This design comes from an exercise in tuning for small area, a short achievable clock period and few clock cycles on the open sky130 flow, not from production work. The RTL was checked by simulation tests, not by an equivalence proof against the original design. No activity file was given, so power comes from the tool's default toggle rates.

==> design/flow/config.mk <==
export PLATFORM = sky130hd
export DESIGN_NAME = nb_tx_top
export DESIGN_NICKNAME = nb_tx_top
export VERILOG_FILES = /design/flow/design.v
export SDC_FILE = /design/flow/constraint.sdc
export NUM_CORES = 4
export LEC_CHECK = 0
export CAP_MARGIN = 20
export CORE_MARGIN = 2
export CORE_UTILIZATION = 40
export PLACE_DENSITY = 0.6
export SETUP_SLACK_MARGIN = 5
export SLEW_MARGIN = 20
==> design/flow/constraint.sdc <==
create_clock -name core_clock -period 7.0 [get_ports {i_clk_crc}]
set_input_delay 1.4000 -clock core_clock [delete_from_list [all_inputs] [get_ports {i_clk_crc}]]
set_output_delay 1.4000 -clock core_clock [all_outputs]
set_load 0.01 [all_outputs]
==> design/flow/design.v <==
module nb_tx_top #(parameter TBS = 16 , parameter G = 132, parameter Qm = 2, parameter rv_indx = 0)
    (
        output logic                  e_k,
        output logic                  RM_Valid,
        input logic                   i_data_crc,
        input logic                   i_clk_crc,
                                      i_rst_crc
    );
    logic [7:0]  t;
    logic [15:0] d;
    logic [16:0] m;
    logic        din, e_en;
    assign din = i_data_crc;
    always_ff @(posedge i_clk_crc, negedge i_rst_crc)
        if (!i_rst_crc) t <= 8'd0;
        else if (t != 8'd143) t <= t + 8'd1;
    always_ff @(posedge i_clk_crc)
        d <= {d[14:0], (t < 8'd16) ? din : d[15]};
    always_ff @(posedge i_clk_crc, negedge i_rst_crc)
        if (!i_rst_crc) RM_Valid <= 1'b0;
        else RM_Valid <= (t >= 8'd9) && (t < 8'd141);
    always_ff @(posedge i_clk_crc, negedge i_rst_crc)
        if (!i_rst_crc) e_k <= 1'b0;
        else if (e_en) e_k <= ^({din, d} & m);
    assign e_en = (t == 8'd12) | (t == 8'd14) | (t == 8'd15) | (t == 8'd16) | (t == 8'd18) | (t == 8'd19) | (t == 8'd20) | (t == 8'd22) | (t == 8'd23) | (t == 8'd24) | (t == 8'd26) | (t == 8'd28) | (t == 8'd30) | (t == 8'd31) | (t == 8'd32) | (t == 8'd34) | (t == 8'd35) | (t == 8'd36) | (t == 8'd38) | (t == 8'd39) | (t == 8'd40) | (t == 8'd42) | (t == 8'd44) | (t == 8'd46) | (t == 8'd47) | (t == 8'd48) | (t == 8'd50) | (t == 8'd51) | (t == 8'd52) | (t == 8'd54) | (t == 8'd55) | (t == 8'd56) | (t == 8'd58) | (t == 8'd60) | (t == 8'd62) | (t == 8'd63) | (t == 8'd64) | (t == 8'd66) | (t == 8'd67) | (t == 8'd68) | (t == 8'd70) | (t == 8'd71) | (t == 8'd72) | (t == 8'd77) | (t == 8'd78) | (t == 8'd81) | (t == 8'd82) | (t == 8'd85) | (t == 8'd86) | (t == 8'd87) | (t == 8'd88) | (t == 8'd89) | (t == 8'd90) | (t == 8'd93) | (t == 8'd94) | (t == 8'd95) | (t == 8'd96) | (t == 8'd97) | (t == 8'd98) | (t == 8'd101) | (t == 8'd102) | (t == 8'd103) | (t == 8'd104) | (t == 8'd105) | (t == 8'd106) | (t == 8'd109) | (t == 8'd110) | (t == 8'd113) | (t == 8'd114) | (t == 8'd117) | (t == 8'd118) | (t == 8'd119) | (t == 8'd120) | (t == 8'd121) | (t == 8'd122) | (t == 8'd125) | (t == 8'd126) | (t == 8'd127) | (t == 8'd128) | (t == 8'd129) | (t == 8'd130) | (t == 8'd133) | (t == 8'd134) | (t == 8'd135) | (t == 8'd136) | (t == 8'd137) | (t == 8'd138) | (t == 8'd141) | (t == 8'd142);
    assign m[0] = (t == 8'd12) | (t == 8'd14) | (t == 8'd18) | (t == 8'd24) | (t == 8'd39) | (t == 8'd40) | (t == 8'd42) | (t == 8'd55) | (t == 8'd58) | (t == 8'd62) | (t == 8'd67) | (t == 8'd71) | (t == 8'd87) | (t == 8'd88) | (t == 8'd93) | (t == 8'd95) | (t == 8'd96) | (t == 8'd101) | (t == 8'd103) | (t == 8'd104) | (t == 8'd105) | (t == 8'd109) | (t == 8'd113) | (t == 8'd117) | (t == 8'd118) | (t == 8'd119) | (t == 8'd120) | (t == 8'd121) | (t == 8'd125) | (t == 8'd126) | (t == 8'd129) | (t == 8'd133) | (t == 8'd134) | (t == 8'd137);
    assign m[1] = (t == 8'd19) | (t == 8'd23) | (t == 8'd26) | (t == 8'd31) | (t == 8'd40) | (t == 8'd44) | (t == 8'd46) | (t == 8'd47) | (t == 8'd50) | (t == 8'd51) | (t == 8'd56) | (t == 8'd62) | (t == 8'd63) | (t == 8'd67) | (t == 8'd82) | (t == 8'd85) | (t == 8'd86) | (t == 8'd87) | (t == 8'd89) | (t == 8'd94) | (t == 8'd95) | (t == 8'd96) | (t == 8'd97) | (t == 8'd98) | (t == 8'd105) | (t == 8'd106) | (t == 8'd113) | (t == 8'd114) | (t == 8'd117) | (t == 8'd118) | (t == 8'd122) | (t == 8'd125) | (t == 8'd127) | (t == 8'd129) | (t == 8'd133) | (t == 8'd134) | (t == 8'd135) | (t == 8'd136) | (t == 8'd137) | (t == 8'd138) | (t == 8'd141) | (t == 8'd142);
    assign m[2] = (t == 8'd15) | (t == 8'd23) | (t == 8'd24) | (t == 8'd28) | (t == 8'd30) | (t == 8'd34) | (t == 8'd35) | (t == 8'd47) | (t == 8'd50) | (t == 8'd51) | (t == 8'd55) | (t == 8'd58) | (t == 8'd62) | (t == 8'd72) | (t == 8'd77) | (t == 8'd78) | (t == 8'd81) | (t == 8'd87) | (t == 8'd88) | (t == 8'd89) | (t == 8'd93) | (t == 8'd95) | (t == 8'd97) | (t == 8'd101) | (t == 8'd105) | (t == 8'd109) | (t == 8'd110) | (t == 8'd113) | (t == 8'd118) | (t == 8'd120) | (t == 8'd122) | (t == 8'd127) | (t == 8'd128) | (t == 8'd130) | (t == 8'd133) | (t == 8'd137) | (t == 8'd141) | (t == 8'd142);
    assign m[3] = (t == 8'd19) | (t == 8'd23) | (t == 8'd24) | (t == 8'd39) | (t == 8'd50) | (t == 8'd51) | (t == 8'd55) | (t == 8'd56) | (t == 8'd60) | (t == 8'd63) | (t == 8'd66) | (t == 8'd67) | (t == 8'd72) | (t == 8'd77) | (t == 8'd82) | (t == 8'd86) | (t == 8'd88) | (t == 8'd89) | (t == 8'd93) | (t == 8'd95) | (t == 8'd96) | (t == 8'd98) | (t == 8'd109) | (t == 8'd113) | (t == 8'd118) | (t == 8'd119) | (t == 8'd120) | (t == 8'd121) | (t == 8'd125) | (t == 8'd126) | (t == 8'd127) | (t == 8'd128) | (t == 8'd129) | (t == 8'd133) | (t == 8'd134) | (t == 8'd137) | (t == 8'd141) | (t == 8'd142);
    assign m[4] = (t == 8'd14) | (t == 8'd18) | (t == 8'd19) | (t == 8'd26) | (t == 8'd31) | (t == 8'd35) | (t == 8'd39) | (t == 8'd42) | (t == 8'd47) | (t == 8'd50) | (t == 8'd55) | (t == 8'd63) | (t == 8'd67) | (t == 8'd71) | (t == 8'd77) | (t == 8'd78) | (t == 8'd81) | (t == 8'd82) | (t == 8'd85) | (t == 8'd86) | (t == 8'd88) | (t == 8'd90) | (t == 8'd93) | (t == 8'd95) | (t == 8'd96) | (t == 8'd101) | (t == 8'd106) | (t == 8'd109) | (t == 8'd110) | (t == 8'd118) | (t == 8'd119) | (t == 8'd122) | (t == 8'd125) | (t == 8'd126) | (t == 8'd127) | (t == 8'd128) | (t == 8'd129) | (t == 8'd130) | (t == 8'd134) | (t == 8'd137) | (t == 8'd141);
    assign m[5] = (t == 8'd14) | (t == 8'd15) | (t == 8'd18) | (t == 8'd19) | (t == 8'd23) | (t == 8'd24) | (t == 8'd26) | (t == 8'd31) | (t == 8'd40) | (t == 8'd42) | (t == 8'd46) | (t == 8'd58) | (t == 8'd63) | (t == 8'd77) | (t == 8'd86) | (t == 8'd88) | (t == 8'd89) | (t == 8'd93) | (t == 8'd96) | (t == 8'd101) | (t == 8'd102) | (t == 8'd103) | (t == 8'd104) | (t == 8'd105) | (t == 8'd109) | (t == 8'd110) | (t == 8'd113) | (t == 8'd114) | (t == 8'd117) | (t == 8'd118) | (t == 8'd119) | (t == 8'd121) | (t == 8'd122) | (t == 8'd125) | (t == 8'd127) | (t == 8'd128) | (t == 8'd130) | (t == 8'd133) | (t == 8'd134) | (t == 8'd135) | (t == 8'd136) | (t == 8'd137) | (t == 8'd141);
    assign m[6] = (t == 8'd18) | (t == 8'd19) | (t == 8'd22) | (t == 8'd24) | (t == 8'd26) | (t == 8'd30) | (t == 8'd34) | (t == 8'd46) | (t == 8'd47) | (t == 8'd55) | (t == 8'd58) | (t == 8'd63) | (t == 8'd67) | (t == 8'd77) | (t == 8'd81) | (t == 8'd85) | (t == 8'd87) | (t == 8'd93) | (t == 8'd94) | (t == 8'd96) | (t == 8'd97) | (t == 8'd102) | (t == 8'd104) | (t == 8'd105) | (t == 8'd106) | (t == 8'd109) | (t == 8'd114) | (t == 8'd117) | (t == 8'd118) | (t == 8'd119) | (t == 8'd120) | (t == 8'd125) | (t == 8'd127) | (t == 8'd128) | (t == 8'd130) | (t == 8'd134) | (t == 8'd135) | (t == 8'd138) | (t == 8'd141) | (t == 8'd142);
    assign m[7] = (t == 8'd19) | (t == 8'd30) | (t == 8'd31) | (t == 8'd34) | (t == 8'd39) | (t == 8'd54) | (t == 8'd56) | (t == 8'd58) | (t == 8'd62) | (t == 8'd66) | (t == 8'd67) | (t == 8'd71) | (t == 8'd72) | (t == 8'd78) | (t == 8'd85) | (t == 8'd86) | (t == 8'd87) | (t == 8'd89) | (t == 8'd94) | (t == 8'd97) | (t == 8'd98) | (t == 8'd101) | (t == 8'd104) | (t == 8'd105) | (t == 8'd109) | (t == 8'd117) | (t == 8'd119) | (t == 8'd120) | (t == 8'd121) | (t == 8'd125) | (t == 8'd129) | (t == 8'd130) | (t == 8'd133) | (t == 8'd134) | (t == 8'd135) | (t == 8'd136) | (t == 8'd138) | (t == 8'd142);
    assign m[8] = (t == 8'd14) | (t == 8'd15) | (t == 8'd18) | (t == 8'd19) | (t == 8'd23) | (t == 8'd24) | (t == 8'd26) | (t == 8'd38) | (t == 8'd39) | (t == 8'd56) | (t == 8'd63) | (t == 8'd66) | (t == 8'd67) | (t == 8'd72) | (t == 8'd77) | (t == 8'd81) | (t == 8'd82) | (t == 8'd86) | (t == 8'd88) | (t == 8'd89) | (t == 8'd90) | (t == 8'd98) | (t == 8'd101) | (t == 8'd102) | (t == 8'd103) | (t == 8'd104) | (t == 8'd105) | (t == 8'd110) | (t == 8'd113) | (t == 8'd114) | (t == 8'd120) | (t == 8'd121) | (t == 8'd126) | (t == 8'd128) | (t == 8'd129) | (t == 8'd130) | (t == 8'd134) | (t == 8'd136) | (t == 8'd137);
    assign m[9] = (t == 8'd14) | (t == 8'd15) | (t == 8'd18) | (t == 8'd24) | (t == 8'd31) | (t == 8'd39) | (t == 8'd40) | (t == 8'd42) | (t == 8'd46) | (t == 8'd50) | (t == 8'd51) | (t == 8'd55) | (t == 8'd56) | (t == 8'd58) | (t == 8'd63) | (t == 8'd70) | (t == 8'd77) | (t == 8'd85) | (t == 8'd86) | (t == 8'd88) | (t == 8'd93) | (t == 8'd94) | (t == 8'd95) | (t == 8'd101) | (t == 8'd102) | (t == 8'd110) | (t == 8'd114) | (t == 8'd118) | (t == 8'd119) | (t == 8'd122) | (t == 8'd126) | (t == 8'd128) | (t == 8'd129) | (t == 8'd133) | (t == 8'd134) | (t == 8'd136) | (t == 8'd141) | (t == 8'd142);
    assign m[10] = (t == 8'd14) | (t == 8'd15) | (t == 8'd23) | (t == 8'd26) | (t == 8'd30) | (t == 8'd34) | (t == 8'd35) | (t == 8'd40) | (t == 8'd46) | (t == 8'd47) | (t == 8'd50) | (t == 8'd56) | (t == 8'd63) | (t == 8'd78) | (t == 8'd88) | (t == 8'd97) | (t == 8'd98) | (t == 8'd103) | (t == 8'd105) | (t == 8'd109) | (t == 8'd110) | (t == 8'd113) | (t == 8'd117) | (t == 8'd118) | (t == 8'd120) | (t == 8'd121) | (t == 8'd122) | (t == 8'd130) | (t == 8'd133) | (t == 8'd135) | (t == 8'd138) | (t == 8'd141);
    assign m[11] = (t == 8'd18) | (t == 8'd26) | (t == 8'd30) | (t == 8'd31) | (t == 8'd34) | (t == 8'd39) | (t == 8'd40) | (t == 8'd46) | (t == 8'd47) | (t == 8'd55) | (t == 8'd58) | (t == 8'd62) | (t == 8'd66) | (t == 8'd67) | (t == 8'd71) | (t == 8'd72) | (t == 8'd77) | (t == 8'd81) | (t == 8'd82) | (t == 8'd86) | (t == 8'd87) | (t == 8'd89) | (t == 8'd93) | (t == 8'd94) | (t == 8'd96) | (t == 8'd97) | (t == 8'd101) | (t == 8'd102) | (t == 8'd104) | (t == 8'd106) | (t == 8'd109) | (t == 8'd113) | (t == 8'd114) | (t == 8'd117) | (t == 8'd121) | (t == 8'd122) | (t == 8'd125) | (t == 8'd126) | (t == 8'd127) | (t == 8'd129) | (t == 8'd136) | (t == 8'd138) | (t == 8'd141);
    assign m[12] = (t == 8'd15) | (t == 8'd16) | (t == 8'd20) | (t == 8'd23) | (t == 8'd26) | (t == 8'd30) | (t == 8'd31) | (t == 8'd34) | (t == 8'd40) | (t == 8'd42) | (t == 8'd56) | (t == 8'd58) | (t == 8'd63) | (t == 8'd66) | (t == 8'd72) | (t == 8'd77) | (t == 8'd78) | (t == 8'd87) | (t == 8'd94) | (t == 8'd97) | (t == 8'd101) | (t == 8'd103) | (t == 8'd105) | (t == 8'd106) | (t == 8'd109) | (t == 8'd120) | (t == 8'd121) | (t == 8'd125) | (t == 8'd126) | (t == 8'd128) | (t == 8'd135) | (t == 8'd136) | (t == 8'd137) | (t == 8'd138) | (t == 8'd141);
    assign m[13] = (t == 8'd19) | (t == 8'd23) | (t == 8'd24) | (t == 8'd31) | (t == 8'd40) | (t == 8'd48) | (t == 8'd51) | (t == 8'd52) | (t == 8'd55) | (t == 8'd58) | (t == 8'd62) | (t == 8'd66) | (t == 8'd67) | (t == 8'd77) | (t == 8'd78) | (t == 8'd82) | (t == 8'd85) | (t == 8'd86) | (t == 8'd88) | (t == 8'd89) | (t == 8'd90) | (t == 8'd93) | (t == 8'd94) | (t == 8'd95) | (t == 8'd97) | (t == 8'd98) | (t == 8'd101) | (t == 8'd102) | (t == 8'd103) | (t == 8'd104) | (t == 8'd105) | (t == 8'd106) | (t == 8'd110) | (t == 8'd113) | (t == 8'd114) | (t == 8'd118) | (t == 8'd122) | (t == 8'd126) | (t == 8'd128) | (t == 8'd129) | (t == 8'd130) | (t == 8'd133) | (t == 8'd134) | (t == 8'd135) | (t == 8'd136) | (t == 8'd137) | (t == 8'd138) | (t == 8'd141) | (t == 8'd142);
    assign m[14] = (t == 8'd15) | (t == 8'd18) | (t == 8'd23) | (t == 8'd24) | (t == 8'd26) | (t == 8'd32) | (t == 8'd35) | (t == 8'd36) | (t == 8'd39) | (t == 8'd40) | (t == 8'd51) | (t == 8'd55) | (t == 8'd56) | (t == 8'd62) | (t == 8'd63) | (t == 8'd72) | (t == 8'd81) | (t == 8'd85) | (t == 8'd87) | (t == 8'd89) | (t == 8'd90) | (t == 8'd96) | (t == 8'd102) | (t == 8'd109) | (t == 8'd110) | (t == 8'd119) | (t == 8'd120) | (t == 8'd121) | (t == 8'd125) | (t == 8'd129) | (t == 8'd130) | (t == 8'd133) | (t == 8'd135) | (t == 8'd138) | (t == 8'd142);
    assign m[15] = (t == 8'd18) | (t == 8'd23) | (t == 8'd26) | (t == 8'd31) | (t == 8'd35) | (t == 8'd39) | (t == 8'd47) | (t == 8'd50) | (t == 8'd55) | (t == 8'd58) | (t == 8'd62) | (t == 8'd63) | (t == 8'd64) | (t == 8'd67) | (t == 8'd68) | (t == 8'd71) | (t == 8'd77) | (t == 8'd78) | (t == 8'd81) | (t == 8'd85) | (t == 8'd87) | (t == 8'd95) | (t == 8'd96) | (t == 8'd98) | (t == 8'd101) | (t == 8'd102) | (t == 8'd104) | (t == 8'd106) | (t == 8'd113) | (t == 8'd120) | (t == 8'd126) | (t == 8'd128) | (t == 8'd130) | (t == 8'd135) | (t == 8'd138) | (t == 8'd141);
    assign m[16] = (t == 8'd15);
endmodule
==> design/flow/run.sh <==
#!/bin/bash
# synth_recipe.tcl (not shown) runs the flow's synth.tcl, then flattens the netlist and writes it again
# the make line also repeats each setting of config.mk as NAME=value (left out here)
make -C /OpenROAD-flow-scripts/flow DESIGN_CONFIG=/design/flow/config.mk WORK_HOME=/design/flow/orfs CLKGATE_MAP_FILE= SYNTH_SCRIPT=/design/flow/synth_recipe.tcl finish
==> results of run 1 <==
[cell type report]
| cell class | instances | area share |
|---|---|---|
| Sequential cell | 26 | 0.135 |
| Clock buffer | 4 | 0.0152 |
| Tap cell | 105 | 0.0301 |
| Inverter | 5 | 0.00431 |
| Timing Repair Buffer | 67 | 0.131 |
| Multi-Input combinational cell | 408 | 0.684 |
[sequential cells by signal, summed over array words and instances, names as in the netlist]
| signal | flops |
|---|---|
| d | 16 |
| t | 8 |
| RM_Valid | 1 |
| e_k | 1 |
[path summary, 6_finish.rpt]
check / start / end / slack, ns / cells past startpoint
hold / removal: d[1] / d[2] / 0.36 / 0
min in group asynchronous: i_rst_crc / t[3] / 1.09 / 1
max in group asynchronous: i_rst_crc / t[2] / 5.45 / 1
hold reg to reg: d[1] / d[2] / 0.36 / 0
setup reg to reg: t[0] / e_k / 3.48 / 14
setup / recovery: t[0] / e_k / 3.48 / 14
[kinds of logic (layout without fill, tap and decap cells)]
kind of cell | after synthesis | after routing | synth area share
XOR/XNOR | 19 | 19 | 0.0521
buffers and inverters | 60 | 76 | 0.0944
flip-flops | 26 | 26 | 0.165
multiplexers | 5 | 5 | 0.0156
AND/OR/NAND/NOR | 214 | 216 | 0.342
AO/OA/AOI/OAI | 163 | 163 | 0.313
adder cells (fa/ha/maj) | 5 | 5 | 0.0181
[report_power, final]
| part | switching, mW | internal, mW |
|---|---|---|
| registers | 0.00455 | 0.154 |
| clock network | 0.0570 | 0.0624 |
| logic | 0.00313 | 0.00418 |
| total | 0.0646 | 0.221 |
[cells in the final DEF (no fill, tap or decap), drive strengths merged, types with 16 or more instances in the layout]
cell   instances
o22ai         25
dfxtp         16
a21oi         47
nand4         17
nand2         33
o21ai         27
nor2          60
nand3         22
nor3          19
buf           65
[timing repair]
action | 4_1_cts | 5_1_grt
gates resized for setup | 79 | 5
setup buffers | 56 | 1
pin swaps | 25 | 5
gates cloned | 2 | 0
setup endpoints to repair | 9 | 8
[per-layer routing]
metal / vias to the layer above / GRT usage / part of all wire
met1: 2162 / 0.494 / 0.37
met2: 493 / 0.515 / 0.39
met5: - / 0 / 0
met4: 0 / 0.241 / 0.10
met3: 189 / 0.0903 / 0.15
li1: 1916 / - / -
==> summary.txt, run 1 <==
Status
  • Status: finished clean

Timing
  • Final worst slack: about 3.5 ns
  • Skew final: 0.0184 ns
  • Finish-stage setup viols: 0
  • Max transition margin: 0.273
  • Setup TNS: 0 ns
  • Final Slew Violations: 0
  • RSZ-0062 raised after global routing: yes
  • Final hold violations: 0
  • Min Hold Slack: 0.356 ns
  • Min Tclk post-route: 3.52 ns
  • FMAX: around 280 MHz
  • Period utilization: 0.502
  • Worst-Margin Slew: between 1 and 1.5 ns

Placed design
  • DP HPWL: 10600 um
  • Placed Instances: around 550
  • Dpl ws: around 2.7 ns
  • DP Area: about 3500 um^2
  • Gp weighted congestion: 1.09
  • I/O Buffers: 4

Setup path
  • CP bufs+invs: 3
  • Endpoint type of the worst setup path: register
  • Crit-path cells: buf_4 > inv_2 > ha_4 > buf_4 > nor2_2 > nor2_1 > a22oi_1 > nand4_1 > o41ai_2 > xnor2_1 > xnor2_1 > xnor2_1 > xnor3_1 > mux2_2
  • CP peak stage delay: around 0.43 ns
  • Crit path launch type: register
  • Worst EP required: 7.19 ns
  • Crit-path leading delay family: XOR/XNOR gates
  • Worst path arrival time: about 3.7 ns
  • Crit-path most repeated cell: xnor2_1
  • CP Max Fanout: 10
  • Kind of critical path: reg -> reg
  • Critical path's slowest cell: dfrtp_2

Clocking
  • Clk sinks: 26
  • Root buffer cell: clkbuf_8
  • CTS buffer count: 3
  • Htree depth: 1
  • Clk Latency, worst-skew pair: 0.29 ns
  • TritonCTS clock tree: done
  • # hold bufs at CTS: 0
  • CTS Buffer Depth: 2
  • Worst-path clk slew: 0.12 ns

Detailed routing
  • Final WL: 17400 um
  • Drt drc: 0
  • Antenna-violating nets left: 0
  • Vias per inst: approximately 7.7
  • Drt pass-1 iters: 9
  • Starting DRT DRC Count: 1322
  • Wire per inst: about 28 um
  • DR vias: between 4k and 5k

Yosys
  • Count of cell types in the netlist: just under 80
  • Asr flop ratio synth: 0.385
  • Post-synth top cells: 59 x nor2_1, 47 x a21oi_1, 32 x nand2_1
  • Synth top area share: 0.0926
  • Count leader, synth: nor2_1
  • Post-synthesis sequential area ratio: 0.165
  • Seq cells post-synth: 26
  • Syn_area_per_cell: between 7 and 8 um^2
  • Post-synth EDFFs: 0
  • Ys flop type: dfxtp_1
  • Mapped Cells: about 500
  • Syn Nets: 500
  • Area of the mapped netlist: roughly 3500 um^2
  • Synth area leaders: dfxtp_1 9.3%, dfrtp_1 7.2%, a21oi_1 6.8%
  • Post-synth top area cell: dfxtp_1
  • Synth warn: 1

Floorplan
  • Die Y: about 97 um
  • Core area: between 8000 and 9000 um^2
  • I/O pins: 5
  • FP Rows: 33
  • Die Area: between 9000 and 10000 um^2
  • Initial Util: 0.417
  • Chip width: between 90 and 100 um

Layout
  • Share of layout cells above drive strength 1: 0.302
  • Final std cells w/o fill: ~620
  • Area of the multi-input gates: around 3000 um^2
  • Area grow syn2layout: 26.0%
  • Register area: between 500 and 600 um^2
  • Ant diodes: 0
  • Fin util: 0.525
  • # fillers: around 770
  • Final net count: 519
  • Fin area: 4360 um^2

Global route
  • Number of global-route vias before repair: roughly 4.5k
  • GRT Overall Usage: 0.367
  • Initial antenna violation count: 0
  • First-pass GRT wire length: ~27000 um
  • GR Overflow Total: 0
  • Largest net degree at the start of global routing: 46

Power and ir drop
  • PD cells: ~65 nW/um^2
  • Worst vdd ir: ~0.081 mV
  • Lkg Pwr: 1.74 nW
  • Power Total: 0.285 mW

Hold path
  • Worst Hold Class: reg -> reg

Flow run
  • Max-cap viol count: 0
Testbench counts, summed over its fixed seeds: cycles 13,920.
==> run 2, diff against run 1 <==
--- a/design/flow/config.mk
+++ b/design/flow/config.mk
@@ -10,4 +10,3 @@
 export CORE_UTILIZATION = 40
 export PLACE_DENSITY = 0.6
-export SETUP_SLACK_MARGIN = 5
 export SLEW_MARGIN = 20
==> run 2 against run 1 <==
Effect of this change:
- highest routed layer unchanged
- maximum frequency is 24% lower
- sequential share of layout area up 2.9 points
- register-to-register slack worse by 1.1 ns
- hold slack improved by 0.0012 ns
- via count decreased by 11%
- largest cell class unchanged
- utilization shrank 11 points
- count of clock-buffer cells in the layout unchanged
- still clean
- critical endpoint unchanged
==> summary.txt, run 2 <==
Detailed routing
  • Wire length on met1: 6040 um (-5.0%)
  • Drt pass-1 iters: 8 (-1)
  • Final WL: 16000 um (-8.2%)
  • Vias per inst: 7.57 (-2.2%)
  • Wire per inst: 28.6 um (+0.99%)
  • Antenna-violating nets left: 0 (unchanged)
  • Metal3 WL: 2190 um (-15%)
  • DR vias: 4231 (-11%)
  • Drt drc: 0 (unchanged)
  • Routed wire length on met2: 6430 um (-4.4%)
  • Max Used Layer: met4
  • Starting DRT DRC Count: 785 (-41%)

Floorplan
  • I/O pins: 5 (unchanged)
  • Chip width: 97.0 um (unchanged)
  • Initial Util: 0.417 (unchanged)
  • FP Rows: 33 (unchanged)
  • Die Y: 97.0 um (unchanged)
  • Core area: 8300 um^2 (unchanged)
  • Die Area: 9410 um^2 (unchanged)

Layout
  • Final std cells w/o fill: 559 (-9.1%)
  • Final net count: 463 (-11%)
  • Area grow syn2layout: 0.181%
  • Ant diodes: 0 (unchanged)
  • Most flops, register: d
  • Most common cell after layout, fill and taps aside: nor2_1
  • Number of flip-flops under the largest register name: 16 (unchanged)
  • Share of layout cells above drive strength 1: 0.0793 (-0.223)
  • Most frequent cells in the layout: 59 x nor2_1, 47 x a21oi_1, 32 x nand2_1
  • Top flop regs: d x16, t x8

Timing
  • RSZ-0062 raised after global routing: no
  • Final hold violations: 0 (unchanged)
  • Finish-stage setup viols: 0 (unchanged)
  • Worst-Margin Slew: 0.977 ns (-0.105 ns)
  • Period utilization: 0.664 (+0.162)
  • Min Tclk post-route: 4.65 ns (+1.13 ns)
  • Setup TNS: 0 ns (unchanged)
  • Final Slew Violations: 0 (unchanged)
  • Max transition margin: 0.332 (+0.0588)
  • Skew final: 0.00210 ns (-0.0163 ns)
  • FMAX: 215 MHz (-24%)

Yosys
  • Seq cells post-synth: 26 (unchanged)
  • Area of the mapped netlist: 3460 um^2 (unchanged)
  • Post-synth top cells: 59 x nor2_1, 47 x a21oi_1, 32 x nand2_1
  • Asr flop ratio synth: 0.385 (unchanged)
  • Synth Area in Simple Gates: 0.342 (unchanged)
  • Synth top area share: 0.0926 (unchanged)
  • Syn_area_per_cell: 7.03 um^2 (unchanged)
  • Largest family of logic cells by synthesized area: simple AND/OR/NAND/NOR gates
  • Post-synth EDFFs: 0 (unchanged)
  • Syn Nets: 500 (unchanged)
  • Count leader, synth: nor2_1
  • Synth area leaders: dfxtp_1 9.3%, dfrtp_1 7.2%, a21oi_1 6.8%
  • Post-synth top area cell: dfxtp_1
  • Post-synthesis sequential area ratio: 0.165 (unchanged)
  • Ys flop type: dfxtp_1
  • Synth warn: 1 (unchanged)
  • Complex-gate fraction of the synthesized area: 0.313 (unchanged)
  • Post-Synth Adder-Cell Area: 0.0181 (unchanged)
  • Count of cell types in the netlist: 78 (unchanged)
  • Mapped Cells: 492 (unchanged)
  • Post-synthesis mux area share: 0.0156 (unchanged)
  • Xor/xnor cell area share of the yosys netlist: 0.0521 (unchanged)

Clocking
  • Worst-path clk slew: 0.09 ns (-0.03 ns)
  • CTS resizes: 0 (-100%)
  • TritonCTS clock tree: done
  • CTS buffer count: 3 (unchanged)
  • Root buffer cell: clkbuf_8
  • CTS Buffer Depth: 2 (unchanged)
  • Clk Latency, worst-skew pair: 0.27 ns (-0.02 ns)
  • Htree depth: 1 (unchanged)
  • Setup bufs post-CTS: 0 (-100%)
  • # hold bufs at CTS: 0 (unchanged)
  • Clk sinks: 26 (unchanged)

Setup path
  • Critical path's slowest cell: nand3_1
  • CP peak stage delay: 0.78 ns (+0.35 ns)
  • Kind of critical path: reg -> reg
  • Worst EP required: 7.17 ns (-0.02 ns)
  • Worst path arrival time: 4.81 ns (+1.10 ns)
  • Reg2Reg Setup Slack: 2.35 ns (-1.13 ns)
  • Crit-path most repeated cell: nand3_1
  • Reg2Reg Depth: 11 (-3)
  • Worst r2r src: t[0]
  • CP Max Fanout: 16 (+6)
  • Crit-path cells: ha_1 > nand3_1 > o22ai_1 > a2111oi_2 > nand3_1 > or4_1 > o41ai_2 > xor2_1 > xnor2_1 > xnor3_1 > mux2_2
  • Crit path launch type: register
  • Endpoint type of the worst setup path: register
  • Worst reg2reg path endpoint: e_k

Hold path
  • Hold worst-path end: d[4]
  • Worst Hold Class: reg -> reg
  • Hold path depth: 0 (unchanged)
  • Hold path start: d[3]

Global route
  • Initial antenna violation count: 0 (unchanged)
  • Largest net degree at the start of global routing: 45 (-2.2%)
  • Number of global-route vias before repair: 3811 (-15%)
  • GR Overflow Total: 0 (unchanged)
  • First-pass GRT wire length: 23800 um (-12%)
  • GRT Overall Usage: 0.324 (-0.0425)

Placed design
  • Gp weighted congestion: 1.05 (-3.6%)
  • Placed Instances: 555 (+0.54%)
  • I/O Buffers: 4 (unchanged)
  • DP HPWL: 11000 um (+3.9%)

Power and ir drop
  • PD cells: 79.7 nW/um^2 (+22%)
  • Lkg Pwr: 1.29 nW (-26%)
  • Worst vdd ir: 0.104 mV (+28%)

Status
  • Status: finished clean

Flow run
  • Max-cap viol count: 0 (unchanged)
[run 2: cell counts after synthesis]
No cell type changed its count.
[run 2: stage by stage]
step                      worst slack (ns)  hold WS, ns  cell area [um^2]   util  total power [mW]
after global placement                2.44        0.346              3400  0.409             0.168
after detailed placement              2.55        0.344              3400  0.409             0.167
after CTS                             2.52        0.360              3460  0.417             0.280
after global routing                  2.25        0.364              3460  0.417             0.287
after floorplan                       3.69        0.325              3460      -             0.162
final                                 2.35        0.357              3460  0.417             0.276
[run 2: cell type report]
| cell class | instances | area [um^2] |
|---|---|---|
| multi-input combinational | 406 | 2570 |
| timing repair buffer | 13 | 108 |
| inverter | 5 | 18.8 |
| clock buffer | 4 | 66.3 |
| tap | 105 | 131 |
| sequential | 26 | 571 |
| fill | 887 | 4830 |
[run 2: worst max-delay path by stage]
stage               from  end  slack [ns]  cells past startpoint
floorplan           t[0]  e_k        3.69                     13
global placement    t[0]  e_k        2.44                     11
detailed placement  t[0]  e_k        2.55                     11
CTS                 t[0]  e_k        2.52                     11
global route        t[5]  e_k        2.25                     10
finish              t[0]  e_k        2.35                     11
[run 2: cells by family (layout without fill, tap and decap cells)]
kind of cell	after synthesis	after routing
XOR/XNOR	19	19
adder cells (fa/ha/maj)	5	5
buffers and inverters	60	22
AND/OR/NAND/NOR	214	214
AO/OA/AOI/OAI	163	163
flip-flops	26	26
multiplexers	5	5
[run 2: critical path, delay by kind of cell (launching register included)]
| kind | cells | cell delay, ns |
|---|---|---|
| muxes | 1 | 0.26 |
| and+or+nand+nor | 3 | 1.40 |
| AOI/OAI and AO/OA | 3 | 1.15 |
| adders and majority gates | 1 | 0.49 |
| DFF | 1 | 0.47 |
| xor gates and xnor gates | 3 | 0.75 |
[run 2: power by group]
group          internal [mW]  switching (mW)
clock                 0.0622          0.0498
combinational        0.00357         0.00251
sequential             0.154         0.00399
[run 2: metal layers]
layer | up-vias | global-route usage
met1 | 1932 | 0.437
met5 | - | 0
met4 | 0 | 0.207
met3 | 102 | 0.0723
li1 | 1783 | -
met2 | 414 | 0.464

-- what the ideal ports hide --
No port has a modelled driver above. Below, the same layouts with a new extraction and two added sets of constraints.
Step 1, drivers: a clkbuf_16 drives i_clk_crc and a buf_2 each remaining input, both assumed.
Step 2 adds t to the input delays and takes it off the output delays; t is the mean of the earliest and latest rising clock arrival at the registers after step 1. Input paths then give back, and output paths get back, about the clock's delay inside the block.
Slacks: ideal ports / drivers / drivers and shift; pairs: ideal ports / drivers.
run	shift t [ns]	setup WS [ns]	clock arrival spread, ns	worst register clock-pin slew, ns
run 1	0.316	3.484 / 3.484 / 3.484	0.019 / 0.019	0.12 / 0.12
run 2	0.299	2.352 / 2.352 / 2.352	0.002 / 0.002	0.09 / 0.09
After both steps setup and hold are still met in every run listed.
